Background: an optimization exercise with open tools, aiming at small area, a short achievable clock period and few clock cycles. Do not read the settings as production practice.
Where RTL was checked, it was by simulation tests only, not by an equivalence proof against the original.
Function not checked in runs 6 and 7: the RTL went through the layout flow alone.
In every run shown here, the design's own scripts or RTL, not TritonCTS, make the clock network.
The flow treats the clock pin as an ideal source. Dropping or thinning the clock tree relies on that and would not hold on a real chip.
Power figures rest on the tool's default switching activity, not on a simulated workload.

==> flow/flow/pre_cts.tcl <==
# Runs before ORFS's CTS step: build the two-level clock tree by hand, then
# make the step's clock_tree_synthesis call only switch to propagated clocks.
source [file join [file dirname [info script]] mantree.tcl]
mantree_build
rename clock_tree_synthesis {}
proc clock_tree_synthesis {args} {
  puts "clock tree built by mantree.tcl; skipping clock_tree_synthesis $args"
  set_propagated_clock [all_clocks]
}
==> flow/flow/mantree.tcl <==
proc mantree_build {} {
  set nleafx [expr {[info exists ::env(MT_NX)] ? $::env(MT_NX) : 2}]
  set nleafy [expr {[info exists ::env(MT_NY)] ? $::env(MT_NY) : 5}]
  set leafm  [expr {[info exists ::env(MT_LEAF)] ? $::env(MT_LEAF) : "sky130_fd_sc_hd__clkbuf_16"}]
  set rootm  [expr {[info exists ::env(MT_ROOT)] ? $::env(MT_ROOT) : "sky130_fd_sc_hd__clkbuf_16"}]
  set nroot  [expr {[info exists ::env(MT_NROOT)] ? $::env(MT_NROOT) : 1}]
  set db [ord::get_db]
  set block [ord::get_db_block]
  set clknet [$block findNet clk]
  set vdd [$block findNet VDD]
  set vss [$block findNet VSS]
  set sinks {}
  foreach it [$clknet getITerms] {
    set inst [$it getInst]
    set bb [$inst getBBox]
    set x [expr {([$bb xMin] + [$bb xMax]) / 2}]
    set y [expr {([$bb yMin] + [$bb yMax]) / 2}]
    lappend sinks [list $x $y $it]
  }
  set n [llength $sinks]
  puts "mantree: $n clock sinks, $nleafx x $nleafy leaves"
  # columns by x
  set sx [lsort -integer -index 0 $sinks]
  set groups {}
  for {set c 0} {$c < $nleafx} {incr c} {
    set a [expr {$c * $n / $nleafx}]
    set b [expr {($c + 1) * $n / $nleafx - 1}]
    set col [lsort -integer -index 1 [lrange $sx $a $b]]
    set m [llength $col]
    for {set r 0} {$r < $nleafy} {incr r} {
      set a2 [expr {$r * $m / $nleafy}]
      set b2 [expr {($r + 1) * $m / $nleafy - 1}]
      lappend groups [lrange $col $a2 $b2]
    }
  }
  set lm [$db findMaster $leafm]
  set rm [$db findMaster $rootm]
  set rootnets {}
  for {set q 0} {$q < $nroot} {incr q} {
    set rn [odb::dbNet_create $block clknet_root_$q]
    $rn setSigType CLOCK
    lappend rootnets $rn
    set sumx($q) 0; set sumy($q) 0; set cnt($q) 0
  }
  set k 0
  foreach g $groups {
    set q [expr {($k / $nleafy) * $nroot / $nleafx}]
    set rootnet [lindex $rootnets $q]
    set gx 0; set gy 0
    foreach s $g { incr gx [lindex $s 0]; incr gy [lindex $s 1] }
    set gx [expr {$gx / [llength $g]}]
    set gy [expr {$gy / [llength $g]}]
    set buf [odb::dbInst_create $block $lm clkbuf_leaf_$k]
    $buf setLocation [expr {$gx - [$lm getWidth] / 2}] [expr {$gy - [$lm getHeight] / 2}]
    $buf setPlacementStatus PLACED
    [$buf findITerm VPWR] connect $vdd
    [$buf findITerm VPB] connect $vdd
    [$buf findITerm VGND] connect $vss
    [$buf findITerm VNB] connect $vss
    set net [odb::dbNet_create $block clknet_leaf_$k]
    $net setSigType CLOCK
    [$buf findITerm A] connect $rootnet
    [$buf findITerm X] connect $net
    foreach s $g {
      set it [lindex $s 2]
      $it disconnect
      $it connect $net
    }
    incr sumx($q) $gx; incr sumy($q) $gy; incr cnt($q)
    incr k
  }
  for {set q 0} {$q < $nroot} {incr q} {
  set rootnet [lindex $rootnets $q]
  set rx [expr {$sumx($q) / $cnt($q)}]
  set ry [expr {$sumy($q) / $cnt($q)}]
  set root [odb::dbInst_create $block $rm clkbuf_root_$q]
  $root setLocation [expr {$rx - [$rm getWidth] / 2}] [expr {$ry - [$rm getHeight] / 2}]
  $root setPlacementStatus PLACED
  [$root findITerm VPWR] connect $vdd
  [$root findITerm VPB] connect $vdd
  [$root findITerm VGND] connect $vss
  [$root findITerm VNB] connect $vss
  [$root findITerm A] connect $clknet
  [$root findITerm X] connect $rootnet
  puts "mantree: root $q at $rx $ry, $cnt($q) leaves"
  }
  $clknet setSigType CLOCK
}
==> flow/config.mk <==
export PLATFORM = sky130hd
export DESIGN_NAME = Conv
export DESIGN_NICKNAME = Conv
export VERILOG_FILES = /design/flow/design.v
export SDC_FILE = /design/flow/constraint.sdc
export NUM_CORES = 4
export LEC_CHECK = 0
export CAP_MARGIN = 20
export CORE_MARGIN = 2
export CORE_UTILIZATION = 40
export SETUP_SLACK_MARGIN = 4.0
export SLEW_MARGIN = 20
==> flow/constraint.sdc <==
create_clock -name core_clock -period 6.0 [get_ports {clk}]
set_input_delay 1.2000 -clock core_clock [delete_from_list [all_inputs] [get_ports {clk}]]
set_output_delay 1.2000 -clock core_clock [all_outputs]
set_load 0.01 [all_outputs]
==> flow/standard.sh <==
#!/bin/bash
# synth_recipe.tcl (not shown) runs the flow's synth.tcl, then flattens the netlist and writes it again
# the make line also repeats each setting of config.mk as NAME=value (left out here)
make -C /OpenROAD-flow-scripts/flow DESIGN_CONFIG=/design/flow/config.mk WORK_HOME=/design/flow/orfs CLKGATE_MAP_FILE= SYNTH_SCRIPT=/design/flow/synth_recipe.tcl "${@:-finish}"
==> flow/flow/run.sh <==
#!/bin/bash
# Standard ORFS layout, except that the clock tree is built by flow/mantree.tcl
# (four root buffers, each driving four leaf buffers) instead of ORFS's CTS,
# and synthesis leaves adders to ABC instead of mapping them to full-adder cells.
set -euo pipefail
HERE=$(cd "$(dirname "${BASH_SOURCE[0]}")" && pwd)
export PRE_CTS_TCL=$HERE/pre_cts.tcl
export MT_NX=4 MT_NY=4 MT_NROOT=4 MT_LEAF=sky130_fd_sc_hd__clkbuf_8 MT_ROOT=sky130_fd_sc_hd__clkbuf_8
bash standard.sh finish ADDER_MAP_FILE= > orfs_flow.log 2>&1
==> flow/design.v <==
`timescale 1ps/1ps
module Conv(
    input clk,
    input rst,
    input in_st,
    input [7:0] din,
    output reg [15:0] dout,
    output reg out_st
);
reg [7:0] pix [0:15];
reg [9:0] upart, vreg, va;
reg [11:0] hpart;
reg [10:0] r_sr [0:9];
wire [11:0] hfull = hpart + {2'b00, vreg};
wire [10:0] hsum = hfull[11:1];
reg [6:0] cnt;
integer i;
always @(posedge clk) begin
    pix[0] <= din;
    for (i = 1; i < 16; i = i + 1)
        pix[i] <= pix[i-1];
    upart <= {1'b0, pix[7], 1'b0} + {2'b00, pix[15]};
    vreg <= upart + {2'b00, pix[0]};
    va <= vreg;
    hpart <= {1'b0, vreg, 1'b0} + {2'b00, va};
    r_sr[0] <= hsum;
    for (i = 1; i < 10; i = i + 1)
        r_sr[i] <= r_sr[i-1];
end
reg [10:0] rsel;
always @(*) begin
    if (cnt >= 7'd31 && cnt < 7'd37)      rsel = r_sr[9];
    else if (cnt >= 7'd37 && cnt < 7'd43) rsel = r_sr[7];
    else if (cnt >= 7'd43 && cnt < 7'd49) rsel = r_sr[5];
    else if (cnt >= 7'd49 && cnt < 7'd55) rsel = r_sr[3];
    else if (cnt >= 7'd55 && cnt < 7'd61) rsel = r_sr[1];
    else                                   rsel = hsum;
end
always @(posedge clk) begin
    dout <= {5'b00000, rsel};
end
always @(posedge clk) begin
    if (rst) begin
        cnt <= 7'd0;
        out_st <= 1'b0;
    end
    else begin
        if (in_st)
            cnt <= 7'd1;
        else if (cnt != 7'd0)
            cnt <= cnt + 7'd1;
        out_st <= (cnt == 7'd30);
    end
end
endmodule
==> impl_metrics.py, run 1 <==
metrics = {
    "outcome": {
        "status": "timing/DRC/antenna clean",
    },
    "grt": {
        "grt_pass1_vias": 4460,
        "grt_max_degree": 20,
        "antenna_found_initial": 0,
        "grt_use_total": 0.112,
        "grt-ovfl-total": 0,
        "grt_pass1_wl_um": 20800,
    },
    "synth": {
        "yosysTopAreaCell": "dfxtp_1",
        "ys_ff_latch": 299,
        "avgSynthCellArea_um2": 12.6,
        "yosys_warnings": 3,
        "synth_most_common_cell": "dfxtp_1",
        "synth_top_cells_by_count": "dfxtp_1 (299), xnor2_1 (49), nand2_1 (40), nor2_1 (37), a21oi_1 (25)",
        "ys_seq_area_frac": 0.724,
        "yosys.area.top_type_share": 0.724,
        "synth_edf_count": 0,
        "synth_area_um2": 8270,
        "synthTopCellsByArea": "dfxtp_1 (72%), xnor2_1 (5.2%), xor2_1 (2.5%)",
        "synth_flop_cell": "dfxtp_1",
        "netlist_instances": 654,
        "synth_cell_types": 57,
        "async_flop_share": 0,
    },
    "critical_path": {
        "crit_arrival_ns": 2.42,
        "crit_required_ns": 6.23,
        "worst-setup-path-type": "flop to flop",
        "critPathLaunchType": "flop",
        "r2r_setup_slack_ns": 3.81,
        "critPathCaptureType": "flop",
        "worstPathMaxFanout": 2,
    },
    "route": {
        "via_per_inst": 4.63,
        "drt_iter0_markers": 186,
        "routed.top_layer": "met4",
        "routed_wl_um": 13000,
        "wl_met3_um": 287,
        "drcViolationCount": 0,
        "wl_met2_um": 6210,
        "vias": 4574,
        "drtPass1Iterations": 4,
        "wl_per_cell_um": 13.1,
        "wl_met1_um": 6000,
        "ant_nets": 0,
    },
    "timing": {
        "whs_ns": 0.325,
        "final_hold_viol_count": 0,
        "fin_crit_sh": 0.365,
        "max_clock_freq_ghz": 0.456,
        "timing.final.crit_period_ns": 2.19,
        "setup_violations": 0,
        "clock_skew_ns": 0.0162,
        "slew_violations": 0,
        "relSlewSlack": 0.662,
        "tightest_slew_ns": 0.503,
        "tns_ns": 0,
        "rsz0062_at_grt": "true",
    },
    "final_layout": {
        "fill_cells": 1735,
        "syn_to_final_growth_pct": 19.5,
        "stdcell_count": 988,
        "diodes": 0,
        "nNetsFinal": 731,
        "layout-drive-gt1-share": 0.265,
    },
    "pwr": {
        "max-vdd-ir-drop_mv": 0.229,
        "power.leakage_nw": 3.88,
        "powerDensity_nw_per_um2": 520,
    },
    "die": {
        "ios": 28,
        "die_h_um": 148,
        "rows": 52,
        "start_util": 0.409,
        "dieArea_um2": 21800,
        "dieWidth_um": 148,
        "core_um2": 20200,
    },
    "run": {
        "max-cap-violations": 0,
    },
    "placed_design": {
        "dp_hpwl_um": 8150,
        "placed_cells": 927,
        "numPortBuffers": 22,
        "gp_congestion": 0.821,
    },
    "clock_tree": {
        "clk_latency_ns": 0.32,
        "cts_hold_buf": 0,
        "clk_pin_slew_ns": 0.11,
    },
    "hold_path": {
        "hold_path_class": "flop to flop",
    },
}
where the power goes:
group / switching [mW] / internal, mW / total [mW]
clock: 0.521 / 0.305 / 0.826
sequential: 0.328 / 2.60 / 2.93
combinational: 0.670 / 0.718 / 1.39
critical path, stage by stage (launching register included):
cell and delay, ns:
dfxtp_2 0.34, a22oi_2 0.24, o31ai_4 0.10, maj3_2 0.33
maj3_2 0.32, maj3_2 0.32, maj3_2 0.31, xor2_1 0.14
per-stage QoR:
step                utilization  setup slack, ns  cell area (µm²)  power, mW
finish                    0.488             3.81             9880       5.14
global route              0.488             3.74             9880       5.45
CTS                       0.466             3.78             9430       5.01
detailed placement        0.433             3.51             8750       4.02
global placement          0.433             3.58             8750       3.98
floorplan                     -             3.89             8330       3.68
registers in the layout (all words and copies together) (netlist names):
name / cells
pix: 128
r_sr: 110
hpart: 12
dout: 11
upart: 10
va: 10
vreg: 10
cnt: 7
out_st: 1
repair_timing:
action | 4_1_cts | 5_1_grt
endpoints found under the setup margin | 32 | 22
pin swaps | 12 | 21
buffers inserted | 17 | 24
gates cloned | 0 | 0
resized for setup | 134 | 63
final cells by class:
cell class	instances	area, µm²	share of cell area
buffer	20	275	0.0278
sequential	299	6060	0.613
inverter	7	26.3	0.00266
timing repair buffer	63	492	0.0497
tap	270	338	0.0342
multi-input combinational	329	2690	0.272
final timing paths:
path | cells after the start | end | start
worst max register to register | 7 | upart[8] | pix[15][1]
worst min register to register | 0 | pix[13][4] | pix[12][4]
worst min-delay path | 0 | pix[13][4] | pix[12][4]
worst max-delay path | 7 | upart[8] | pix[15][1]
routing by layer:
layer / GRT usage / vias up
li1: - / 2323
met1: 0.147 / 2167
met2: 0.197 / 56
met3: 0.00802 / 28
met4: 0.0362 / 0
met5: 0 / -
kinds of logic (layout without fill, tap and decap cells):
| logic type | count (synthesis) | after routing | synth area share |
|---|---|---|---|
| buffers and inverters | 30 | 90 | 0.0169 |
| AO/OA/AOI/OAI | 109 | 109 | 0.0904 |
| adder cells (fa/ha/maj) | 10 | 10 | 0.0127 |
| multiplexers | 6 | 6 | 0.00786 |
| flip-flops | 299 | 299 | 0.724 |
| other | 1 | 5 | 0.000453 |
| XOR/XNOR | 73 | 73 | 0.0773 |
| AND/OR/NAND/NOR | 126 | 126 | 0.0708 |
placed cells by master (no fill, tap or decap), types with 4 or more instances in the layout:
master	synthesis	final
and2_1	6	4
or2_2	4	4
dfxtp_4	0	14
xor2_1	24	20
a31oi_1	7	4
buf_4	5	38
buf_6	0	5
clkbuf_8	0	20
inv_1	7	7
a21oi_2	0	5
nand2_1	40	36
maj3_1	6	4
o21ai_0	11	7
maj3_2	4	6
nor2_1	37	30
nor2_4	0	5
nand3_1	11	6
o22ai_1	11	9
xnor2_1	49	47
mux2_2	4	4
a21oi_1	25	20
dfxtp_2	0	19
a21o_1	5	5
nor3_1	6	5
clkdlybuf4s50_1	0	10
o211ai_1	5	5
conb_1	1	5
a22oi_1	7	7
buf_2	7	10
nand3_2	0	5
dfxtp_1	299	266
Testbench counts, summed over its fixed seeds: cycles 6,264.
==> run 2: changes to the inputs <==
--- a/flow/config.mk
+++ b/flow/config.mk
@@ -5,6 +5,7 @@
 export SDC_FILE = /design/flow/constraint.sdc
 export NUM_CORES = 4
 export LEC_CHECK = 0
+export ABC_AREA = 1
 export CAP_MARGIN = 20
 export CORE_MARGIN = 2
 export CORE_UTILIZATION = 40
==> run 2 against run 1 <==
Effect of this change:
- still clean on timing, DRC and antenna
- sequential share of layout area increased by 3.3 points
- sequential power down 6%
- synthesized area grew 2.5%
- final cell count grew 14%
- worst setup slack improved by 0.23 ns
- cell area down 6.3%
- wire length down 16%
- register-to-register slack better by 0.40 ns
- via count is 2.4% higher
- synthesized cell count is 24% higher
- largest cell class unchanged
- largest power group unchanged
==> impl_metrics.py, run 2 <==
metrics = {
    "route": {
        "drt_iter0_markers": 188,
        "drcViolationCount": 0,
        "ant_nets": 0,
        "drtPass1Iterations": 4,
        "via_per_inst": 4.15,
        "wl_per_cell_um": 9.63,
        "vias": 4682,
        "routed_wl_um": 10900,
    },
    "synth": {
        "ys_seq_area_frac": 0.706,
        "yosys_warnings": 3,
        "synth_area_um2": 8480,
        "yosys.area.top_type_share": 0.706,
        "synthTopCellsByArea": "dfxtp_1 (71%), nand2_1 (8.5%), xor2_1 (3.9%)",
        "ys_ff_latch": 299,
        "yosysTopAreaCell": "dfxtp_1",
        "synthAdderAreaFrac": 0,
        "netlist_instances": 812,
        "synth_top_cells_by_count": "dfxtp_1 (299), nand2_1 (191), inv_1 (70), nor2_1 (60), xor2_1 (38)",
        "async_flop_share": 0,
        "avgSynthCellArea_um2": 10.4,
        "synth_most_common_cell": "dfxtp_1",
        "synth_edf_count": 0,
        "muxShareOfSynthArea": 0,
        "synth_compound_area_frac": 0.0393,
        "synth_cell_types": 34,
        "synthXorXnorAreaFrac": 0.0472,
        "synth_flop_cell": "dfxtp_1",
        "synth_top_family_by_area": "simple AND/OR/NAND/NOR gates",
        "synthSimpleGateAreaFrac": 0.161,
    },
    "die": {
        "core_um2": 20900,
        "dieWidth_um": 150,
        "dieArea_um2": 22400,
        "ios": 28,
        "rows": 53,
        "die_h_um": 150,
        "start_util": 0.406,
    },
    "timing": {
        "tns_ns": 0,
        "whs_ns": 0.311,
        "timing.final.crit_period_ns": 1.96,
        "fin_crit_sh": 0.326,
        "max_clock_freq_ghz": 0.510,
        "fin_ws_ns": 4.04,
        "final_hold_viol_count": 0,
        "slew_violations": 0,
        "setup_violations": 0,
        "rsz0062_at_grt": "true",
        "clock_skew_ns": 0.0288,
    },
    "pwr": {
        "pwr-share-comb": 0.231,
        "intPower_mw": 3.27,
        "power_mw": 4.66,
        "powerDensity_nw_per_um2": 503,
        "max-vdd-ir-drop_mv": 0.226,
        "swShare": 0.298,
        "power.leakage_nw": 4.25,
        "p_switching_mw": 1.39,
        "pwr-share-seq": 0.590,
        "pwr-share-clk": 0.179,
    },
    "final_layout": {
        "fill_cells": 2002,
        "final_common_cell": "dfxtp_1",
        "seq_area_um2": 5990,
        "diodes": 0,
        "layout_common_cells": "dfxtp_1 (298), nand2_1 (191), inv_1 (70)",
        "regMostFlops": "pix",
        "layout-drive-gt1-share": 0.106,
        "reg.largest.list": "pix (128), r_sr (110), hpart (12)",
        "largest_register_ffs": 128,
        "nNetsFinal": 865,
        "stdcell_count": 1127,
        "syn_to_final_growth_pct": 9.33,
        "multi_input_area_um2": 2140,
    },
    "critical_path": {
        "worstPathMaxFanout": 1,
        "cp_cell_sequence": "buf_6",
        "worst-setup-path-type": "flop to output pin",
        "slowest_stage": "dfxtp_2",
        "path_delay_family": "flip-flops",
        "critPathCaptureType": "output pin",
        "path_buf_inv": 1,
        "slowest_delay_ns": 0.33,
        "crit_required_ns": 4.80,
        "crit_arrival_ns": 0.76,
        "critPathLaunchType": "flop",
    },
    "grt": {
        "grt_use_total": 0.0986,
        "grt_pass1_vias": 4353,
        "grt-busiest-layer": "met2",
        "gr-usage-met1": 0.128,
        "antenna_found_initial": 0,
        "grt-ovfl-total": 0,
        "grt_util_met2": 0.174,
        "grt_max_degree": 22,
        "grt_pass1_wl_um": 18900,
        "grtUsageMet3": 0.00732,
    },
    "hold_path": {
        "hold_path_class": "flop to flop",
    },
    "placed_design": {
        "placed_cells": 1100,
        "numPortBuffers": 22,
        "dp_hpwl_um": 7500,
        "dp_slack_ns": 3.72,
        "gp_congestion": 0.760,
    },
    "run": {
        "max-cap-violations": 0,
    },
    "outcome": {
        "status": "timing/DRC/antenna clean",
    },
    "clock_tree": {
        "clk_latency_ns": 0.33,
        "clk_pin_slew_ns": 0.11,
    },
}
run 2: cell types whose count changed after synthesis, moves of 15 or more:
| cell | delta |
|---|---|
| xnor2_1 | -45 |
| inv_1 | +63 |
| nand3_1 | +15 |
| nor2_1 | +23 |
| nand2_1 | +151 |
run 2: routing by layer:
layer / vias up / part of all wire
met2: 50 / 0.45
met1: 2067 / 0.48
met4: 0 / 0.041
met3: 28 / 0.024
li1: 2537 / -
met5: - / 0
run 2: power by group through the flow:
stage	Sequential (mW)	Combinational, mW	Clock, mW
final	2.75	1.08	0.833
after global routing	2.82	1.26	0.945
after CTS	2.76	1.09	0.876
after detailed placement	2.81	1.12	0
after global placement	2.78	1.11	0
after floorplan	2.77	0.831	0
run 2: kinds of logic after synthesis:
group,count (synthesis)
AO/OA/AOI/OAI,56
XOR/XNOR,44
buffers and inverters,91
flip-flops,299
other,1
AND/OR/NAND/NOR,321
run 2: worst paths after layout:
check | startpoint | endpoint | slack [ns] | cells past startpoint
setup reg to reg | cnt[6] | dout[10] | 4.21 | 7
setup / recovery | dout[3] | dout[3] | 4.04 | 1
hold reg to reg | pix[8][4] | pix[9][4] | 0.31 | 0
hold / removal | pix[8][4] | pix[9][4] | 0.31 | 0
run 2: repair_timing:
| item | in CTS | in global routing |
|---|---|---|
| gates resized for setup | 49 | 4 |
| hold buffers | 0 | 0 |
| buffers inserted | 0 | 7 |
| pin swaps | 0 | 2 |
| endpoints found under the setup margin | 22 | 17 |
run 2: area by class of cell:
type,count,share of cell area
Buffer,20,0.0297
Inverter,78,0.0316
Multi-Input combinational cell,426,0.230
Sequential cell,299,0.646
Tap cell,275,0.0371
Timing Repair Buffer,29,0.0250
run 2: stage by stage:
step / cell area, µm² / utilization
floorplan: 8490 / -
global placement: 8960 / 0.429
detailed placement: 8960 / 0.429
CTS: 9190 / 0.440
global route: 9270 / 0.444
finish: 9270 / 0.444
==> run 3: changes to the inputs <==
==> flow/flow/run.sh (replaced) <==
#!/bin/bash
# Standard ORFS layout with these changes:
#  - the clock tree is built by flow/mantree.tcl (four root buffers, each
#    driving four leaf buffers) instead of ORFS's CTS;
#  - synthesis leaves adders to ABC instead of mapping them to full-adder cells;
#  - ports are buffered with the smallest buffer (timing repair resizes them);
#  - non-critical gates are downsized after global routing.
set -euo pipefail
HERE=$(cd "$(dirname "${BASH_SOURCE[0]}")" && pwd)
export PRE_CTS_TCL=$HERE/pre_cts.tcl
export MT_NX=4 MT_NY=4 MT_NROOT=4 MT_LEAF=sky130_fd_sc_hd__clkbuf_8 MT_ROOT=sky130_fd_sc_hd__clkbuf_8
bash standard.sh finish ADDER_MAP_FILE= RECOVER_POWER=${RECOVER:-100} \
  "BUFFER_PORTS_ARGS=-buffer_cell sky130_fd_sc_hd__buf_1" > orfs_flow.log 2>&1
==> run 3 against run 2 <==
Effect of this change:
- worst setup slack worse by 0.68 ns
- utilization is 0.78 points lower
- cell area is 1.8% lower
- wire length is 1.8% higher
- clock power is 0.7% lower
- critical path depth is 10 higher
- sequential cell count stayed put
- synthesized area stayed put
- final cell count hardly changed
- still clean on timing, DRC and antenna
- first-iteration DRC count is 2.7% higher
==> impl_metrics.py, run 3 <==
metrics = {
    "final_layout": {
        "syn_to_final_growth_pct": 7.41,
        "layout_common_cells": "dfxtp_1 (298), nand2_1 (196), inv_1 (72)",
        "largest_register_ffs": 128,
        "regMostFlops": "pix",
        "layout-drive-gt1-share": 0.0705,
        "final_common_cell": "dfxtp_1",
        "reg.largest.list": "pix (128), r_sr (110), hpart (12)",
        "nNetsFinal": 864,
        "diodes": 0,
    },
    "timing": {
        "final_hold_viol_count": 0,
        "fin_crit_sh": 0.440,
        "slew_violations": 0,
        "timing.final.crit_period_ns": 2.64,
        "tightest_slew_ns": 0.864,
        "relSlewSlack": 0.424,
        "rsz0062_at_grt": "false",
        "clock_skew_ns": 0.0223,
        "max_clock_freq_ghz": 0.379,
        "setup_violations": 0,
        "tns_ns": 0,
    },
    "synth": {
        "yosysTopAreaCell": "dfxtp_1",
        "synth_cell_types": 34,
        "synthAdderAreaFrac": 0,
        "yosys.area.top_type_share": 0.706,
        "synth_top_family_by_area": "simple AND/OR/NAND/NOR gates",
        "synth_most_common_cell": "dfxtp_1",
        "yosys_warnings": 3,
        "ys_seq_area_frac": 0.706,
        "synth_area_um2": 8480,
        "synth_edf_count": 0,
        "ys_ff_latch": 299,
        "muxShareOfSynthArea": 0,
        "netlist_instances": 812,
        "synthXorXnorAreaFrac": 0.0472,
        "async_flop_share": 0,
        "synthSimpleGateAreaFrac": 0.161,
        "synth_compound_area_frac": 0.0393,
        "synth_flop_cell": "dfxtp_1",
        "synth_top_cells_by_count": "dfxtp_1 (299), nand2_1 (191), inv_1 (70), nor2_1 (60), xor2_1 (38)",
        "avgSynthCellArea_um2": 10.4,
        "synthTopCellsByArea": "dfxtp_1 (71%), nand2_1 (8.5%), xor2_1 (3.9%)",
    },
    "die": {
        "die_h_um": 150,
        "ios": 28,
        "dieWidth_um": 150,
        "core_um2": 20900,
        "dieArea_um2": 22400,
        "start_util": 0.406,
        "rows": 53,
    },
    "route": {
        "routed_wl_um": 11000,
        "ant_nets": 0,
        "via_per_inst": 4.11,
        "drtPass1Iterations": 4,
        "drt_iter0_markers": 193,
        "drcViolationCount": 0,
        "vias": 4628,
        "wl_per_cell_um": 9.81,
    },
    "pwr": {
        "powerDensity_nw_per_um2": 507,
        "power_mw": 4.62,
        "power.leakage_nw": 4.17,
        "max-vdd-ir-drop_mv": 0.258,
    },
    "critical_path": {
        "worstPathMaxFanout": 12,
        "critPathLaunchType": "flop",
        "crit_required_ns": 6.22,
        "crit_arrival_ns": 2.86,
        "critPathCaptureType": "flop",
        "r2r_setup_slack_ns": 3.36,
        "worst-setup-path-type": "flop to flop",
    },
    "grt": {
        "grt-ovfl-total": 0,
        "grt_pass1_wl_um": 18900,
        "grt_use_total": 0.0989,
        "grt_pass1_vias": 4372,
        "grt_max_degree": 22,
        "antenna_found_initial": 0,
    },
    "run": {
        "max-cap-violations": 0,
    },
    "outcome": {
        "status": "timing/DRC/antenna clean",
    },
    "hold_path": {
        "hold_path_class": "flop to flop",
    },
    "placed_design": {
        "gp_congestion": 0.819,
        "numPortBuffers": 22,
        "dp_hpwl_um": 7540,
    },
    "clock_tree": {
        "clk_pin_slew_ns": 0.11,
        "cts_hold_buf": 0,
        "clk_latency_ns": 0.33,
    },
}
## run 3: cell counts after synthesis
Identical to the previous run, type by type.
## run 3: layout make-up
class,count,area [µm²]
inverters,78,293
plain buffers,20,275
repair buffers,28,136
multi-input cells,426,2070
well taps,275,344
fillers,2020,11800
flip-flops and latches,299,5990
## run 3: layer usage
| metal | vias up | wire length, µm | share of wire | GRT usage |
|---|---|---|---|---|
| li1 | 2538 | - | - | - |
| met1 | 2017 | 5380 | 0.49 | 0.128 |
| met2 | 46 | 5060 | 0.46 | 0.177 |
| met3 | 27 | 223 | 0.020 | 0.00671 |
| met4 | 0 | 377 | 0.034 | 0.0314 |
| met5 | - | 0 | 0 | 0 |
## run 3: repair_timing
item,CTS,global route
buffers inserted,0,6
setup endpoints to repair,13,20
cloned,0,0
gates resized for setup,6,17
pin swaps,0,1
## run 3: cell families (layout without fill, tap and decap cells)
family / after synthesis / count (layout)
AOI/OAI and AO/OA: 56 / 56
xor gates and xnor gates: 44 / 44
buffers and inverters: 91 / 126
DFF: 299 / 299
other: 1 / 5
and+or+nand+nor: 321 / 321
## run 3: final timing paths
| path | start | end | depth (start not counted) |
|---|---|---|---|
| min | pix[8][4] | pix[9][4] | 0 |
| max reg2reg | cnt[1] | dout[9] | 11 |
| min reg2reg | pix[8][4] | pix[9][4] | 0 |
| max | cnt[1] | dout[9] | 11 |
## run 3: report_power, final
group	switching [mW]	internal (mW)	leakage, nW
clock	0.522	0.305	0.144
sequential	0.198	2.56	2.52
combinational	0.653	0.378	1.50
## run 3: metrics by stage
stage	area, µm²	util	hold WS, ns	setup WS [ns]	cells
floorplan	8490	-	0.310	4.15	816
global placement	8820	0.422	0.310	3.99	1100
detailed placement	8820	0.422	0.312	3.95	1100
CTS	9110	0.436	0.312	4.00	1120
global route	9100	0.436	0.319	3.07	1126
finish	9100	0.436	0.313	3.36	1126
## run 3: worst max-delay path, stage by stage (launching register included)
cell and delay (ns):
dfxtp_1 0.41, nand2_1 0.15, nor2_1 0.21, clkinv_1 0.11, nor2_1 0.20, inv_1 0.07
a21oi_1 0.69, inv_1 0.36, o21ai_0 0.16, inv_1 0.05, nand2_1 0.07, nand2_1 0.05
==> run 4: changes to the inputs <==
==> flow/flow/run.sh (replaced) <==
#!/bin/bash
# Standard ORFS layout with these changes:
#  - the clock tree is built by flow/mantree.tcl (four root buffers, each
#    driving four leaf buffers) instead of ORFS's CTS;
#  - synthesis (flow/synth.tcl, the standard script with one hook) maps logic
#    with the ABC script flow/abc.script and leaves adders to ABC instead of
#    mapping them to full-adder cells. Registers are untouched.
set -euo pipefail
HERE=$(cd "$(dirname "${BASH_SOURCE[0]}")" && pwd)
export PRE_CTS_TCL=$HERE/pre_cts.tcl
export MT_NX=4 MT_NY=4 MT_NROOT=4 MT_LEAF=sky130_fd_sc_hd__clkbuf_8 MT_ROOT=sky130_fd_sc_hd__clkbuf_8
export MY_ABC_SCRIPT=$HERE/abc.script
bash standard.sh finish ADDER_MAP_FILE= SYNTH_SCRIPT=$HERE/synth.tcl > orfs_flow.log 2>&1
==> flow/flow/abc.script (new file) <==
strash
dch
map -D 1400
topo
stime -c
buffer -c
upsize -c
dnsize -c
--- a/flow/flow/mantree.tcl
+++ b/flow/flow/mantree.tcl
@@ -44,8 +44,13 @@
   }
   set k 0
   foreach g $groups {
-    set q [expr {($k / $nleafy) * $nroot / $nleafx}]
-    set rootnet [lindex $rootnets $q]
+    if {$nroot == 0} {
+      set q 0
+      set rootnet $clknet
+    } else {
+      set q [expr {($k / $nleafy) * $nroot / $nleafx}]
+      set rootnet [lindex $rootnets $q]
+    }
     set gx 0; set gy 0
     foreach s $g { incr gx [lindex $s 0]; incr gy [lindex $s 1] }
     set gx [expr {$gx / [llength $g]}]
@@ -66,7 +71,7 @@
       $it disconnect
       $it connect $net
     }
-    incr sumx($q) $gx; incr sumy($q) $gy; incr cnt($q)
+    if {$nroot > 0} { incr sumx($q) $gx; incr sumy($q) $gy; incr cnt($q) }
     incr k
   }
   for {set q 0} {$q < $nroot} {incr q} {
==> flow/flow/synth.tcl (new file) <==
proc synth {args} { yosys synth -nofsm -noshare {*}$args }
# Run ABC with the script MY_ABC_SCRIPT names instead of the one ORFS picks.
proc abc {args} {
  set i [lsearch -exact $args -script]
  if {$i >= 0 && [info exists ::env(MY_ABC_SCRIPT)] && $::env(MY_ABC_SCRIPT) ne ""} {
    lset args [expr {$i + 1}] $::env(MY_ABC_SCRIPT)
  }
  yosys abc {*}$args
}
source $::env(SCRIPTS_DIR)/synth.tcl
# left out here: clear keep_hierarchy, flatten, clean up, hide names made inside functions, write 1_2_yosys.v
==> run 4 against run 3 <==
Effect of this change:
- still clean on timing, DRC and antenna
- synthesized area fell by 3.1%
- final cell count fell by 8.5%
- fmax rose by 33%
- critical path depth did not move
- critical endpoint is now dout[8]
- highest routed layer unchanged
==> impl_metrics.py, run 4 <==
metrics = {
    "die": {
        "rows": 52,
        "start_util": 0.407,
        "core_um2": 20200,
        "die_h_um": 147,
        "ios": 28,
        "dieWidth_um": 147,
        "dieArea_um2": 21700,
    },
    "grt": {
        "grt_pass1_vias": 4452,
        "grt_max_degree": 20,
        "grt_pass1_wl_um": 20300,
        "grt_use_total": 0.109,
        "antenna_found_initial": 0,
        "grt-ovfl-total": 0,
    },
    "route": {
        "wl_met3_um": 369,
        "drt_iter0_markers": 213,
        "routed_wl_um": 12200,
        "vias": 4534,
        "drtPass1Iterations": 4,
        "via_per_inst": 4.40,
        "drcViolationCount": 0,
        "routed.top_layer": "met4",
        "wl_met2_um": 5830,
        "ant_nets": 0,
        "wl_met1_um": 5550,
        "wl_per_cell_um": 11.8,
    },
    "synth": {
        "synth_cell_types": 52,
        "ys_ff_latch": 299,
        "synthTopCellsByArea": "dfxtp_1 (73%), nand2_1 (3.7%), nor2_1 (3.7%)",
        "async_flop_share": 0,
        "synth_area_um2": 8210,
        "synth_top_cells_by_count": "dfxtp_1 (299), nand2_1 (82), nor2_1 (81), inv_1 (47), xor2_1 (32)",
        "yosys_warnings": 3,
        "synth_flop_cell": "dfxtp_1",
        "synth_edf_count": 0,
        "avgSynthCellArea_um2": 11.6,
        "netlist_instances": 705,
        "yosysTopAreaCell": "dfxtp_1",
        "yosys.area.top_type_share": 0.729,
        "ys_seq_area_frac": 0.729,
        "synth_most_common_cell": "dfxtp_1",
    },
    "pwr": {
        "pwr-share-comb": 0.249,
        "max-vdd-ir-drop_mv": 0.259,
        "pwr-share-seq": 0.580,
        "p_switching_mw": 1.43,
        "intPower_mw": 3.39,
        "pwr-share-clk": 0.171,
        "powerDensity_nw_per_um2": 515,
        "swShare": 0.297,
        "power.leakage_nw": 3.95,
    },
    "timing": {
        "tns_ns": 0,
        "rsz0062_at_grt": "true",
        "clock_skew_ns": 0.0107,
        "setup_violations": 0,
        "final_hold_viol_count": 0,
        "max_clock_freq_ghz": 0.503,
        "slew_violations": 0,
        "fin_crit_sh": 0.331,
        "timing.final.crit_period_ns": 1.99,
    },
    "final_layout": {
        "final_common_cell": "dfxtp_1",
        "largest_register_ffs": 128,
        "layout-drive-gt1-share": 0.228,
        "syn_to_final_growth_pct": 14.1,
        "layout_common_cells": "dfxtp_1 (271), nor2_1 (71), nand2_1 (68)",
        "reg.largest.list": "pix (128), r_sr (110), hpart (12)",
        "fill_cells": 1857,
        "diodes": 0,
        "regMostFlops": "pix",
        "seq_area_um2": 6020,
        "stdcell_count": 1030,
        "multi_input_area_um2": 2180,
        "nNetsFinal": 773,
    },
    "critical_path": {
        "slowest_delay_ns": 0.35,
        "cp_cell_sequence": "or2_4, nand2_4, inv_2, nand2_1, o221ai_1, a21oi_2, or2_1, nand3_2, a221oi_2, o21ai_1, a22o_1",
        "worstPathMaxFanout": 4,
        "critPathLaunchType": "flop",
        "crit_required_ns": 6.22,
        "critPathCaptureType": "flop",
        "worst-setup-path-type": "flop to flop",
        "crit_arrival_ns": 2.20,
        "slowest_stage": "dfxtp_2",
    },
    "placed_design": {
        "numPortBuffers": 22,
        "dp_hpwl_um": 7870,
        "gp_congestion": 0.902,
        "placed_cells": 988,
    },
    "clock_tree": {
        "clk_pin_slew_ns": 0.11,
        "clk_latency_ns": 0.32,
        "cts_hold_buf": 0,
    },
    "run": {
        "max-cap-violations": 0,
    },
    "outcome": {
        "status": "timing/DRC/antenna clean",
    },
    "hold_path": {
        "hold_path_class": "flop to flop",
    },
}
[run 4: worst paths after layout]
kind	from	end	slack (ns)	cells past startpoint
min reg2reg	pix[11][4]	pix[12][4]	0.32	0
min	pix[11][4]	pix[12][4]	0.32	0
max	vreg[7]	dout[8]	4.01	11
max reg2reg	vreg[7]	dout[8]	4.01	11
[run 4: layer usage]
metal	track usage	vias up
met5	0	-
met4	0.0341	0
met3	0.00994	30
met2	0.198	81
met1	0.137	2109
li1	-	2314
[run 4: layout make-up]
cell class	instances	share of cell area
Sequential cell	299	0.643
Multi-Input combinational cell	345	0.232
Timing Repair Buffer	43	0.0363
Tap cell	270	0.0361
Buffer	20	0.0294
Inverter	52	0.0223
Timing Repair inverter	1	0.000801
[run 4: cell families after synthesis]
kind of cell / share of synthesized area
flip-flops: 0.729
AND/OR/NAND/NOR: 0.117
AO/OA/AOI/OAI: 0.0712
buffers and inverters: 0.0331
XOR/XNOR: 0.0448
adder cells (fa/ha/maj): 0.00411
other: 0.000457
[run 4: repair_timing]
| action | in CTS | in global routing |
|---|---|---|
| cloned | 1 | 0 |
| endpoints found under the setup margin | 23 | 19 |
| pin swaps | 4 | 21 |
| setup buffers | 7 | 14 |
| gates resized for setup | 91 | 48 |
[run 4: stage by stage]
step                      utilization  hold WS, ns  setup WS (ns)  total power, mW  instance area (µm²)
after CTS                       0.452        0.313           3.99             4.76                 9120
final                           0.465        0.323           4.01             4.82                 9370
after global routing            0.465        0.322           3.86             5.13                 9370
after global placement          0.432        0.310           3.73             3.89                 8710
after floorplan                     -        0.310           4.14             3.60                 8230
after detailed placement        0.432        0.312           3.45             3.94                 8710
[run 4: critical path: cells and delay by family, from the launching register on]
family          cells  cell delay [ns]
compound gates      5             0.82
simple gates        5             0.67
flops               1             0.35
buf+inv             1             0.05
[run 4: power by group through the flow]
stage	Clock [mW]	Sequential, mW	Combinational (mW)
floorplan	0	2.77	0.825
global placement	0	2.81	1.08
detailed placement	0	2.83	1.11
CTS	0.860	2.79	1.11
global route	0.931	2.86	1.34
finish	0.827	2.79	1.20
==> run 5: changes to the inputs <==
==> flow/flow/abc.script (replaced) <==
strash
dch
amap
topo
stime -c
buffer -c
upsize -c
dnsize -c
==> run 5 against run 4 <==
Effect of this change:
- clock power fell by 1%
- cell area rose by 3.3%
- sequential power fell by 3%
- hold slack got worse by 0.012 ns
- utilization rose by 3.6 points
- critical path depth rose by 4
- first-iteration DRC count fell by 33%
- die area fell by 4.8%
- power fell by 5.0%
- sequential share of layout area fell by 1.8 points
- still clean
- global-route usage rose by 0.28 points
==> impl_metrics.py, run 5 <==
metrics = {
    "die": {
        "dieArea_um2": 20700,
        "die_h_um": 144,
        "core_um2": 19300,
        "rows": 51,
        "dieWidth_um": 144,
        "start_util": 0.404,
        "ios": 28,
    },
    "final_layout": {
        "layout-drive-gt1-share": 0.328,
        "stdcell_count": 1016,
        "largest_register_ffs": 128,
        "nNetsFinal": 764,
        "final_common_cell": "dfxtp_1",
        "reg.largest.list": "pix (128), r_sr (110), hpart (12)",
        "final_area_um2": 9680,
        "syn_to_final_growth_pct": 24.0,
        "layout_common_cells": "dfxtp_1 (275), buf_4 (63), nand2_1 (52)",
        "diodes": 0,
        "regMostFlops": "pix",
    },
    "hold_path": {
        "hold_path_class": "flop to flop",
        "min_to": "pix[12][3]",
        "worstHoldStart": "pix[11][3]",
        "min_path_cells": 0,
    },
    "timing": {
        "slew_violations": 0,
        "timing.final.crit_period_ns": 2.36,
        "fin_crit_sh": 0.393,
        "tns_ns": 0,
        "final_hold_viol_count": 0,
        "max_clock_freq_ghz": 0.424,
        "setup_violations": 0,
        "clock_skew_ns": 0.0254,
        "rsz0062_at_grt": "true",
    },
    "critical_path": {
        "crit_arrival_ns": 2.57,
        "slowest_stage": "dfxtp_4",
        "critPathLaunchType": "flop",
        "critPathCaptureType": "flop",
        "r2r_setup_slack_ns": 3.64,
        "regToRegStartpoint": "vreg[1]",
        "r2r_cells": 15,
        "worst-setup-path-type": "flop to flop",
        "crit_required_ns": 6.21,
        "worstPathMaxFanout": 3,
        "cp_cell_sequence": "nand2_4, o21ai_2, nor2_2, inv_2, a211oi_4, a221oi_2, buf_4, o31ai_4, nand2_2, nand2_2, o21ai_2, o221a_1, o21ai_1, a31oi_1, a22o_1",
        "rr_endpoint": "dout[10]",
        "slowest_delay_ns": 0.38,
    },
    "route": {
        "ant_nets": 0,
        "drcViolationCount": 0,
        "vias": 4548,
        "routed_wl_um": 11900,
        "wl_per_cell_um": 11.8,
        "via_per_inst": 4.48,
        "drt_iter0_markers": 143,
        "drtPass1Iterations": 4,
    },
    "pwr": {
        "powerDensity_nw_per_um2": 473,
        "intPower_mw": 3.35,
        "pwr-share-seq": 0.589,
        "max-vdd-ir-drop_mv": 0.223,
        "pwr-share-clk": 0.178,
        "pwr-share-comb": 0.233,
        "swShare": 0.269,
        "p_switching_mw": 1.23,
        "power.leakage_nw": 3.90,
    },
    "grt": {
        "grt-ovfl-total": 0,
        "grt_pass1_wl_um": 19700,
        "grt_pass1_vias": 4508,
        "grt_use_total": 0.112,
        "grt_max_degree": 20,
        "antenna_found_initial": 0,
    },
    "synth": {
        "avgSynthCellArea_um2": 12.0,
        "netlist_instances": 648,
        "yosys_warnings": 3,
        "yosysTopAreaCell": "dfxtp_1",
        "synth_flop_cell": "dfxtp_1",
        "yosys.area.top_type_share": 0.767,
        "synth_edf_count": 0,
        "ys_seq_area_frac": 0.767,
        "synth_area_um2": 7810,
        "synth_most_common_cell": "dfxtp_1",
        "synth_top_cells_by_count": "dfxtp_1 (299), nand2_1 (59), nor2_1 (51), o21ai_0 (51), a21oi_1 (48)",
        "async_flop_share": 0,
        "ys_ff_latch": 299,
        "synth_cell_types": 41,
        "synthTopCellsByArea": "dfxtp_1 (77%), o21ai_0 (3.3%), a21oi_1 (3.1%)",
    },
    "clock_tree": {
        "cts_hold_buf": 0,
        "clk_latency_ns": 0.33,
        "clk_pin_slew_ns": 0.11,
    },
    "outcome": {
        "status": "timing/DRC/antenna clean",
    },
    "placed_design": {
        "gp_congestion": 0.824,
        "placed_area_um2": 8330,
        "dp_hpwl_um": 6910,
        "numPortBuffers": 22,
        "placed_cells": 926,
    },
    "run": {
        "max-cap-violations": 0,
    },
}
run 5: worst max-delay path by stage:
stage	startpoint	end	slack, ns	cells past startpoint
after global placement	cnt[3]	dout[0]	3.30	9
final	vreg[1]	dout[10]	3.64	15
after CTS	vreg[0]	dout[10]	3.63	14
after global routing	vreg[3]	dout[8]	3.50	12
after detailed placement	cnt[3]	dout[0]	3.14	9
after floorplan	vreg[1]	dout[10]	3.91	14
run 5: timing repair:
item                       CTS  global route
setup endpoints to repair   33            29
gates cloned                 2             0
pin swaps                   38            36
setup buffers               43            25
gates resized for setup    146            86
run 5: metal layers:
metal  up-vias  part of all wire  GRT usage  wire length, µm
met5         -                 0          0                0
met4         0             0.031     0.0335              374
met2        60              0.50      0.209             5920
met1      2093              0.45      0.138             5400
met3        30             0.021    0.00766              249
li1       2365                 -          -                -
run 5: cells by family (layout without fill, tap and decap cells):
logic type,after synthesis,in the layout,synth area share
buffers and inverters,46,144,0.0247
AOI/OAI and AO/OA,169,169,0.138
other,1,5,0.000480
DFF,299,299,0.767
and+or+nand+nor,133,134,0.0700
run 5: area by class of cell:
class	instances	area (µm²)
repair inverters	1	7.51
plain buffers	20	275
repair buffers	91	722
fillers	1681	9660
multi-input cells	308	2170
inverters	32	133
well taps	265	332
flip-flops and latches	299	6040
run 5: power groups by stage:
stage                     clock network (mW)  registers (mW)  logic (mW)
after CTS                              0.850            2.69       0.916
after detailed placement                   0            2.72       0.731
after floorplan                            0            2.69       0.522
final                                  0.815            2.70        1.07
after global placement                     0            2.70       0.713
after global routing                   0.923            2.75        1.17
run 5: stage by stage:
| step | utilization | setup slack, ns | power (mW) | hold slack [ns] |
|---|---|---|---|---|
| 2_1_floorplan | - | 3.91 | 3.21 | 0.310 |
| 3_3_place_gp | 0.431 | 3.30 | 3.41 | 0.310 |
| 3_5_place_dp | 0.431 | 3.14 | 3.46 | 0.312 |
| 4_1_cts | 0.476 | 3.63 | 4.46 | 0.313 |
| 5_1_grt | 0.501 | 3.50 | 4.84 | 0.316 |
| 6_report | 0.501 | 3.64 | 4.58 | 0.311 |
run 5: critical path, delay by kind of cell, from the launching register on:
family                 cells  cell delay [ns]
flip-flops                 1             0.38
AO/OA/AOI/OAI              9             1.30
buffers and inverters      2             0.23
AND/OR/NAND/NOR            4             0.35
==> run 6: changes to the inputs <==
==> flow/design.v (replaced) <==
`timescale 1ps/1ps
module Conv(
    input clk,
    input rst,
    input in_st,
    input [7:0] din,
    output reg [15:0] dout,
    output reg out_st
);
reg [7:0] pix [0:14];
reg [9:0] upart, vreg, va;
reg [11:0] hpart;
reg [10:0] r_sr [0:9];
wire [11:0] hfull = hpart + {2'b00, vreg};
wire [10:0] hsum = hfull[11:1];
reg [6:0] cnt;
integer i;
always @(posedge clk) begin
    pix[0] <= din;
    for (i = 1; i < 15; i = i + 1)
        pix[i] <= pix[i-1];
    upart <= {1'b0, pix[6], 1'b0} + {2'b00, pix[14]};
    vreg <= upart + {2'b00, din};
    va <= vreg;
    hpart <= {1'b0, vreg, 1'b0} + {2'b00, va};
    r_sr[0] <= hsum;
    for (i = 1; i < 10; i = i + 1)
        r_sr[i] <= r_sr[i-1];
end
reg [10:0] rsel;
always @(*) begin
    if (cnt >= 7'd30 && cnt < 7'd36)      rsel = r_sr[9];
    else if (cnt >= 7'd36 && cnt < 7'd42) rsel = r_sr[7];
    else if (cnt >= 7'd42 && cnt < 7'd48) rsel = r_sr[5];
    else if (cnt >= 7'd48 && cnt < 7'd54) rsel = r_sr[3];
    else if (cnt >= 7'd54 && cnt < 7'd60) rsel = r_sr[1];
    else                                   rsel = hsum;
end
always @(posedge clk) begin
    dout <= {5'b00000, rsel};
end
always @(posedge clk) begin
    if (rst) begin
        cnt <= 7'd0;
        out_st <= 1'b0;
    end
    else begin
        if (in_st)
            cnt <= 7'd1;
        else if (cnt != 7'd0)
            cnt <= cnt + 7'd1;
        out_st <= (cnt == 7'd29);
    end
end
endmodule
==> flow/flow/run.sh (replaced) <==
#!/bin/bash
# Standard ORFS layout, except that the clock tree is built by flow/mantree.tcl
# (four root buffers, each driving four leaf buffers) instead of ORFS's CTS,
# and synthesis leaves adders to ABC instead of mapping them to full-adder cells.
set -euo pipefail
HERE=$(cd "$(dirname "${BASH_SOURCE[0]}")" && pwd)
export PRE_CTS_TCL=$HERE/pre_cts.tcl
export MT_NX=4 MT_NY=4 MT_NROOT=4 MT_LEAF=sky130_fd_sc_hd__clkbuf_8 MT_ROOT=sky130_fd_sc_hd__clkbuf_8
bash standard.sh finish ADDER_MAP_FILE= > orfs_flow.log 2>&1
--- a/flow/flow/mantree.tcl
+++ b/flow/flow/mantree.tcl
@@ -44,13 +44,8 @@
   }
   set k 0
   foreach g $groups {
-    if {$nroot == 0} {
-      set q 0
-      set rootnet $clknet
-    } else {
-      set q [expr {($k / $nleafy) * $nroot / $nleafx}]
-      set rootnet [lindex $rootnets $q]
-    }
+    set q [expr {($k / $nleafy) * $nroot / $nleafx}]
+    set rootnet [lindex $rootnets $q]
     set gx 0; set gy 0
     foreach s $g { incr gx [lindex $s 0]; incr gy [lindex $s 1] }
     set gx [expr {$gx / [llength $g]}]
@@ -71,7 +66,7 @@
       $it disconnect
       $it connect $net
     }
-    if {$nroot > 0} { incr sumx($q) $gx; incr sumy($q) $gy; incr cnt($q) }
+    incr sumx($q) $gx; incr sumy($q) $gy; incr cnt($q)
     incr k
   }
   for {set q 0} {$q < $nroot} {incr q} {
removed: flow/flow/abc.script
removed: flow/flow/synth.tcl
==> run 6 against run 5 <==
Effect of this change:
- largest cell class unchanged
- die area is 5.8% higher
- critical path type is now input port to flop
- wire length is 7.3% lower
- register-to-register slack better by 0.51 ns
- clock power hardly changed
- critical path depth is 4 lower
- first-iteration DRC count is 38% higher
- synthesized area is 5.9% higher
- critical endpoint is now vreg[9]
- global-route usage is 1.0 points lower
==> impl_metrics.py, run 6 <==
metrics = {
    "grt": {
        "grt_use_total": 0.102,
        "grtUsageMet3": 0.00772,
        "grt-ovfl-total": 0,
        "grt_max_degree": 21,
        "grt_pass1_wl_um": 19300,
        "grt_util_met2": 0.181,
        "antenna_found_initial": 0,
        "grt_pass1_vias": 4412,
        "grt-busiest-layer": "met2",
        "gr-usage-met1": 0.134,
    },
    "timing": {
        "slew_violations": 0,
        "timing.final.crit_period_ns": 2.04,
        "clock_skew_ns": 0.0168,
        "max_clock_freq_ghz": 0.491,
        "fin_crit_sh": 0.340,
        "rsz0062_at_grt": "true",
        "tns_ns": 0,
        "setup_violations": 0,
        "final_hold_viol_count": 0,
        "fin_ws_ns": 3.96,
    },
    "placed_design": {
        "dp_slack_ns": 2.96,
        "gp_congestion": 0.798,
        "dp_hpwl_um": 7480,
        "numPortBuffers": 22,
    },
    "synth": {
        "synth_most_common_cell": "dfxtp_1",
        "synth_cell_types": 39,
        "synth_compound_area_frac": 0.0463,
        "ys_seq_area_frac": 0.704,
        "synth_edf_count": 0,
        "netlist_instances": 810,
        "ys_ff_latch": 291,
        "synth_area_um2": 8270,
        "yosysTopAreaCell": "dfxtp_1",
        "synthXorXnorAreaFrac": 0.0402,
        "muxShareOfSynthArea": 0,
        "synthSimpleGateAreaFrac": 0.164,
        "yosys_warnings": 3,
        "avgSynthCellArea_um2": 10.2,
        "synthAdderAreaFrac": 0,
        "yosys.area.top_type_share": 0.704,
        "synth_top_cells_by_count": "dfxtp_1 (291), nand2_1 (206), nor2_1 (71), inv_1 (70), xor2_1 (32)",
        "synthTopCellsByArea": "dfxtp_1 (70%), nand2_1 (9.3%), xor2_1 (3.4%)",
        "synth_flop_cell": "dfxtp_1",
        "synth_top_family_by_area": "simple AND/OR/NAND/NOR gates",
        "async_flop_share": 0,
    },
    "clock_tree": {
        "clk_pin_slew_ns": 0.11,
        "clk_latency_ns": 0.32,
    },
    "pwr": {
        "swShare": 0.296,
        "intPower_mw": 3.23,
        "pwr-share-seq": 0.585,
        "pwr-share-clk": 0.178,
        "power.leakage_nw": 4.23,
        "p_switching_mw": 1.36,
        "pwr-share-comb": 0.237,
        "max-vdd-ir-drop_mv": 0.273,
        "powerDensity_nw_per_um2": 495,
    },
    "critical_path": {
        "critPathLaunchType": "input port",
        "worstPathMaxFanout": 3,
        "r2r_setup_slack_ns": 4.15,
        "critPathCaptureType": "flop",
        "crit_required_ns": 6.26,
        "crit_arrival_ns": 2.30,
        "worst-setup-path-type": "input port to flop",
    },
    "final_layout": {
        "diodes": 0,
        "layout-drive-gt1-share": 0.123,
        "syn_to_final_growth_pct": 11.9,
        "layout_common_cells": "dfxtp_1 (288), nand2_1 (196), inv_1 (65)",
        "nNetsFinal": 874,
        "final_common_cell": "dfxtp_1",
        "fill_cells": 1934,
        "reg.largest.list": "pix (120), r_sr (110), hpart (12)",
        "regMostFlops": "pix",
        "largest_register_ffs": 120,
    },
    "hold_path": {
        "hold_path_class": "flop to flop",
    },
    "die": {
        "dieWidth_um": 148,
        "die_h_um": 148,
        "start_util": 0.409,
        "dieArea_um2": 21800,
        "core_um2": 20200,
        "rows": 52,
        "ios": 28,
    },
    "route": {
        "drtPass1Iterations": 6,
        "vias": 4726,
        "via_per_inst": 4.18,
        "routed_wl_um": 11100,
        "wl_per_cell_um": 9.79,
        "drcViolationCount": 0,
        "ant_nets": 0,
        "drt_iter0_markers": 198,
    },
    "run": {
        "max-cap-violations": 0,
    },
    "outcome": {
        "status": "timing/DRC/antenna clean",
    },
}
[run 6: cell types whose count changed in the layout (fill, tap and decap cells not counted), moves of 18 or more]
cell | before | now
nand2_1 | 52 | 196
buf_4 | 63 | 18
inv_1 | 21 | 65
nor2_1 | 29 | 63
xor2_1 | 0 | 32
nand3_1 | 1 | 24
a21oi_2 | 20 | 2
[run 6: kinds of logic after synthesis]
family	Yosys count
buffers and inverters	87
other	1
XOR/XNOR	38
AND/OR/NAND/NOR	329
AO/OA/AOI/OAI	64
flip-flops	291
[run 6: final cells by class]
cell class	instances	area, µm²	share of cell area
inverters	75	290	0.0314
flip-flops and latches	291	5830	0.630
multi-input cells	436	2250	0.243
well taps	270	338	0.0365
repair buffers	39	275	0.0297
plain buffers	20	275	0.0297
[run 6: worst max-delay path, stage by stage]
cell and delay, ns:
buf_12 0.12, nand2_8 0.06, nand2_4 0.06, o21ai_4 0.16
nand2_1 0.08, nand2_2 0.10, a21oi_4 0.07, inv_2 0.06
nand3_2 0.08, a21boi_2 0.16, xor2_1 0.14
[run 6: layer usage]
layer | part of all wire | routed length (µm)
met1 | 0.48 | 5350
met2 | 0.46 | 5080
met3 | 0.025 | 272
met4 | 0.034 | 375
met5 | 0 | 0
[run 6: power by group through the flow]
stage	Sequential, mW	Combinational (mW)	Clock (mW)
after detailed placement	2.74	1.08	0
after global placement	2.71	1.06	0
after floorplan	2.70	0.798	0
after global routing	2.75	1.27	0.930
final	2.68	1.09	0.815
after CTS	2.69	1.07	0.860
[run 6: timing repair]
| action | 4_1_cts | 5_1_grt |
|---|---|---|
| hold buffers | 0 | 0 |
| endpoints found under the hold margin | 0 | 0 |
| pin swaps | 16 | 15 |
| resized for setup | 105 | 14 |
| buffers inserted | 11 | 6 |
| endpoints found under the setup margin | 30 | 17 |
[run 6: per-stage QoR]
step                 util  std cells  power [mW]  cell area [µm²]  hold slack [ns]
CTS                 0.454       1125        4.62             9190            0.323
global route        0.457       1131        4.95             9250            0.333
detailed placement  0.436       1094        3.81             8830            0.312
global placement    0.436       1094        3.77             8830            0.310
finish              0.457       1131        4.58             9250            0.327
floorplan               -        814        3.50             8350            0.310
[run 6: path summary, 6_finish.rpt]
| path | start | endpoint | cells past startpoint |
|---|---|---|---|
| setup / recovery | din[1] | vreg[9] | 11 |
| hold / removal | pix[5][3] | pix[6][3] | 0 |
| setup reg to reg | cnt[3] | dout[0] | 10 |
| hold reg to reg | pix[5][3] | pix[6][3] | 0 |
==> run 7: changes to the inputs <==
==> flow/design.v (replaced) <==
`timescale 1ps/1ps
module Conv(
    input clk,
    input rst,
    input in_st,
    input [7:0] din,
    output reg [15:0] dout,
    output reg out_st
);
reg [7:0] pix [0:15];
reg [9:0] upart, vreg, va;
reg [11:0] hpart;
reg [10:0] r_sr [0:9];
wire [12:0] hfull = add12(hpart, {2'b00, vreg});
wire [10:0] hsum = hfull[11:1];
reg [6:0] cnt;
integer i;
function [12:0] add12;
    input [11:0] a;
    input [11:0] b;
    integer i, k;
    reg [2:0] s0, s1;
    reg k0, k1, c, p;
    begin
        c = 1'b0;
        for (k = 0; k < 4; k = k + 1) begin
            k0 = 1'b0;
            k1 = 1'b1;
            for (i = 0; i < 3; i = i + 1) begin
                p = a[3*k+i] ^ b[3*k+i];
                s0[i] = p ^ k0;
                s1[i] = p ^ k1;
                k0 = (a[3*k+i] & b[3*k+i]) | (k0 & p);
                k1 = (a[3*k+i] & b[3*k+i]) | (k1 & p);
            end
            add12[3*k +: 3] = c ? s1 : s0;
            c = c ? k1 : k0;
        end
        add12[12] = c;
    end
endfunction
always @(posedge clk) begin
    pix[0] <= din;
    for (i = 1; i < 16; i = i + 1)
        pix[i] <= pix[i-1];
    upart <= add12({3'b000, pix[7], 1'b0}, {4'b0000, pix[15]});
    vreg <= add12({2'b00, upart}, {4'b0000, pix[0]});
    va <= vreg;
    hpart <= add12({1'b0, vreg, 1'b0}, {2'b00, va});
    r_sr[0] <= hsum;
    for (i = 1; i < 10; i = i + 1)
        r_sr[i] <= r_sr[i-1];
end
reg [10:0] rsel;
always @(*) begin
    if (cnt >= 7'd31 && cnt < 7'd37)      rsel = r_sr[9];
    else if (cnt >= 7'd37 && cnt < 7'd43) rsel = r_sr[7];
    else if (cnt >= 7'd43 && cnt < 7'd49) rsel = r_sr[5];
    else if (cnt >= 7'd49 && cnt < 7'd55) rsel = r_sr[3];
    else if (cnt >= 7'd55 && cnt < 7'd61) rsel = r_sr[1];
    else                                   rsel = hsum;
end
always @(posedge clk) begin
    dout <= {5'b00000, rsel};
end
always @(posedge clk) begin
    if (rst) begin
        cnt <= 7'd0;
        out_st <= 1'b0;
    end
    else begin
        if (in_st)
            cnt <= 7'd1;
        else if (cnt != 7'd0)
            cnt <= cnt + 7'd1;
        out_st <= (cnt == 7'd30);
    end
end
endmodule
==> run 7 against run 6 <==
Effect of this change:
- synthesized area decreased by 4.4%
- sequential power up 4%
- synthesized cell count is 17% lower
- largest cell class unchanged
- largest power group unchanged
- highest routed layer unchanged
==> impl_metrics.py, run 7 <==
metrics = {
    "outcome": {
        "status": "timing/DRC/antenna clean",
    },
    "critical_path": {
        "rr_endpoint": "hpart[10]",
        "critPathCapture": "hpart[10]",
        "r2r_cells": 13,
        "worst-setup-path-type": "flop to flop",
        "startpoint": "vreg[0]",
        "critPathLaunchType": "flop",
        "crit_required_ns": 6.25,
        "crit_arrival_ns": 2.35,
        "worstPathMaxFanout": 3,
        "r2r_setup_slack_ns": 3.90,
        "regToRegStartpoint": "vreg[0]",
        "critPathCaptureType": "flop",
    },
    "timing": {
        "fin_ws_ns": 3.90,
        "final_hold_viol_count": 0,
        "rsz0062_at_grt": "true",
        "timing.final.crit_period_ns": 2.10,
        "slew_violations": 0,
        "setup_violations": 0,
        "max_clock_freq_ghz": 0.476,
        "clock_skew_ns": 0.0154,
        "tns_ns": 0,
        "fin_crit_sh": 0.350,
        "whs_ns": 0.316,
    },
    "final_layout": {
        "reg.largest.list": "pix (128), r_sr (110), hpart (12)",
        "largest_register_ffs": 128,
        "nNetsFinal": 739,
        "regMostFlops": "pix",
        "utilization": 0.465,
        "syn_to_final_growth_pct": 14.1,
        "layout-drive-gt1-share": 0.171,
        "final_common_cell": "dfxtp_1",
        "final_area_um2": 9010,
        "layout_common_cells": "dfxtp_1 (288), nand2_1 (100), nor2_1 (44)",
        "diodes": 0,
        "stdcell_count": 991,
    },
    "pwr": {
        "powerDensity_nw_per_um2": 521,
        "power_mw": 4.70,
        "power.leakage_nw": 3.84,
        "max-vdd-ir-drop_mv": 0.240,
    },
    "route": {
        "wl_per_cell_um": 10.4,
        "routed_wl_um": 10300,
        "ant_nets": 0,
        "drtPass1Iterations": 5,
        "vias": 4159,
        "drt_iter0_markers": 130,
        "via_per_inst": 4.20,
        "drcViolationCount": 0,
    },
    "die": {
        "start_util": 0.407,
        "dieWidth_um": 145,
        "die_h_um": 145,
        "dieArea_um2": 20900,
        "rows": 51,
        "core_um2": 19400,
        "ios": 28,
    },
    "placed_design": {
        "placed_area_um2": 8410,
        "gp_congestion": 0.730,
        "placed_cells": 951,
        "numPortBuffers": 22,
        "dp_hpwl_um": 6520,
        "dp_slack_ns": 3.53,
    },
    "synth": {
        "ys_ff_latch": 299,
        "yosys_warnings": 3,
        "yosys.area.top_type_share": 0.757,
        "netlist_instances": 672,
        "synth_area_um2": 7900,
        "synth_cell_types": 31,
        "synth_edf_count": 0,
        "synthTopCellsByArea": "dfxtp_1 (76%), nand2_1 (5.3%), xor2_1 (3.9%)",
        "avgSynthCellArea_um2": 11.8,
        "async_flop_share": 0,
        "synth_flop_cell": "dfxtp_1",
        "synth_most_common_cell": "dfxtp_1",
        "synth_top_cells_by_count": "dfxtp_1 (299), nand2_1 (111), nor2_1 (53), xor2_1 (35), inv_1 (34)",
        "yosysTopAreaCell": "dfxtp_1",
        "ys_seq_area_frac": 0.757,
    },
    "grt": {
        "antenna_found_initial": 0,
        "grt_pass1_vias": 4129,
        "grt_max_degree": 22,
        "grt-ovfl-total": 0,
        "grt_pass1_wl_um": 17800,
        "grt_use_total": 0.100,
    },
    "run": {
        "max-cap-violations": 0,
    },
    "hold_path": {
        "hold_path_class": "flop to flop",
        "worstHoldStart": "pix[6][4]",
    },
    "clock_tree": {
        "cts_hold_buf": 0,
        "clk_latency_ns": 0.32,
        "clk_pin_slew_ns": 0.11,
    },
}
[run 7: changes by cell type after synthesis, sizes merged, moves of 4 or more]
cell    before  now
or2         12    3
dfxtp      291  299
xnor2        6   19
a21oi       17   11
nand2      207  116
clkbuf       1    5
maj3         0    4
nor2        72   55
o21ai       30   43
nand3       26   21
inv         74   34
[run 7: power by group]
| part | switching (mW) | internal [mW] |
|---|---|---|
| sequential | 0.218 | 2.57 |
| clock | 0.513 | 0.305 |
| combinational | 0.595 | 0.497 |
| total | 1.33 | 3.37 |
[run 7: worst max-delay path, stage by stage (launching register included)]
cell      delay, ns
dfxtp_4        0.37
buf_4          0.15
nand2_4        0.07
o21ai_4        0.07
nor2_2         0.08
nor2_1         0.06
maj3_2         0.32
nand2_2        0.08
nand3_2        0.08
nand3_2        0.07
nand2_2        0.06
maj3_2         0.34
o21bai_4       0.14
xor2_1         0.16
[run 7: metal layers]
| layer | global-route usage | vias up | wire length [µm] |
|---|---|---|---|
| li1 | - | 2184 | - |
| met1 | 0.128 | 1888 | 4680 |
| met2 | 0.180 | 61 | 5040 |
| met3 | 0.00762 | 26 | 257 |
| met4 | 0.0307 | 0 | 306 |
| met5 | 0 | - | 0 |
[run 7: worst min-delay path by stage]
| stage | endpoint | slack (ns) | depth (start not counted) |
|---|---|---|---|
| after detailed placement | hpart[0] | 0.31 | 0 |
| after global routing | pix[7][4] | 0.33 | 0 |
| after floorplan | hpart[0] | 0.31 | 0 |
| after CTS | pix[7][4] | 0.32 | 0 |
| after global placement | r_sr[5][5] | 0.31 | 0 |
| final | pix[7][4] | 0.32 | 0 |
[run 7: cell type report]
class | count | area [µm²]
Sequential cell | 299 | 6010
Tap cell | 265 | 332
Timing Repair inverter | 2 | 15.0
Inverter | 37 | 151
Buffer | 20 | 275
Multi-Input combinational cell | 327 | 1920
Timing Repair Buffer | 41 | 310
Fill cell | 1788 | 10400
[run 7: cell families (layout without fill, tap and decap cells)]
logic type,after synthesis,after routing,synth area share
compound gates,61,61,0.0423
simple gates,203,203,0.108
xor+xnor,54,54,0.0598
other cells,1,5,0.000475
flops,299,299,0.757
fa+ha+maj,4,4,0.00538
buf+inv,50,100,0.0266
[run 7: what timing repair did]
| action | in CTS | in global routing |
|---|---|---|
| buffers inserted | 9 | 9 |
| gates cloned | 0 | 2 |
| resized for setup | 76 | 50 |
| setup endpoints to repair | 25 | 21 |
| pin swaps | 11 | 16 |

[re-timing with driven ports]
No port has a modelled driver above. Below, the same layouts with a new extraction and two added sets of constraints.
Step 1: set_driving_cell puts a clkbuf_16 on clk and a buf_2 on each other input, an assumption about the parent block.
Step 2 also shifts input and output timing later by t, the mid clock arrival at the registers, as if the neighbouring blocks saw the same clock.
Slacks: no drivers / after step 1 / after step 2; pairs: no drivers / after step 1.
run | t, ns | setup slack, ns | worst setup path after step 2 | worst slew at a driven data input, ns | cell pins on the clock port's net
run 1 | 0.378 | 3.809 / 3.809 / 3.699 | input to register | 0.03 | 4
run 2 | 0.380 | 4.041 / 3.978 / 3.727 | input to register | 0.03 | 4
run 3 | 0.377 | 3.361 / 3.361 / 3.361 | register to register | 0.03 | 4
run 4 | 0.382 | 4.012 / 3.956 / 3.682 | input to register | 0.03 | 4
run 5 | 0.377 | 3.642 / 3.642 / 3.642 | register to register | 0.03 | 4
run 6 | 0.379 | 3.962 / 3.976 / 3.598 | input to register | 0.06 | 4
run 7 | 0.373 | 3.899 / 3.899 / 3.702 | input to register | 0.03 | 4
After both steps every run listed still meets setup and hold. For run 6, which loses most, drivers alone change the setup slack by +0.014 ns; drivers and shift together by -0.364 ns.
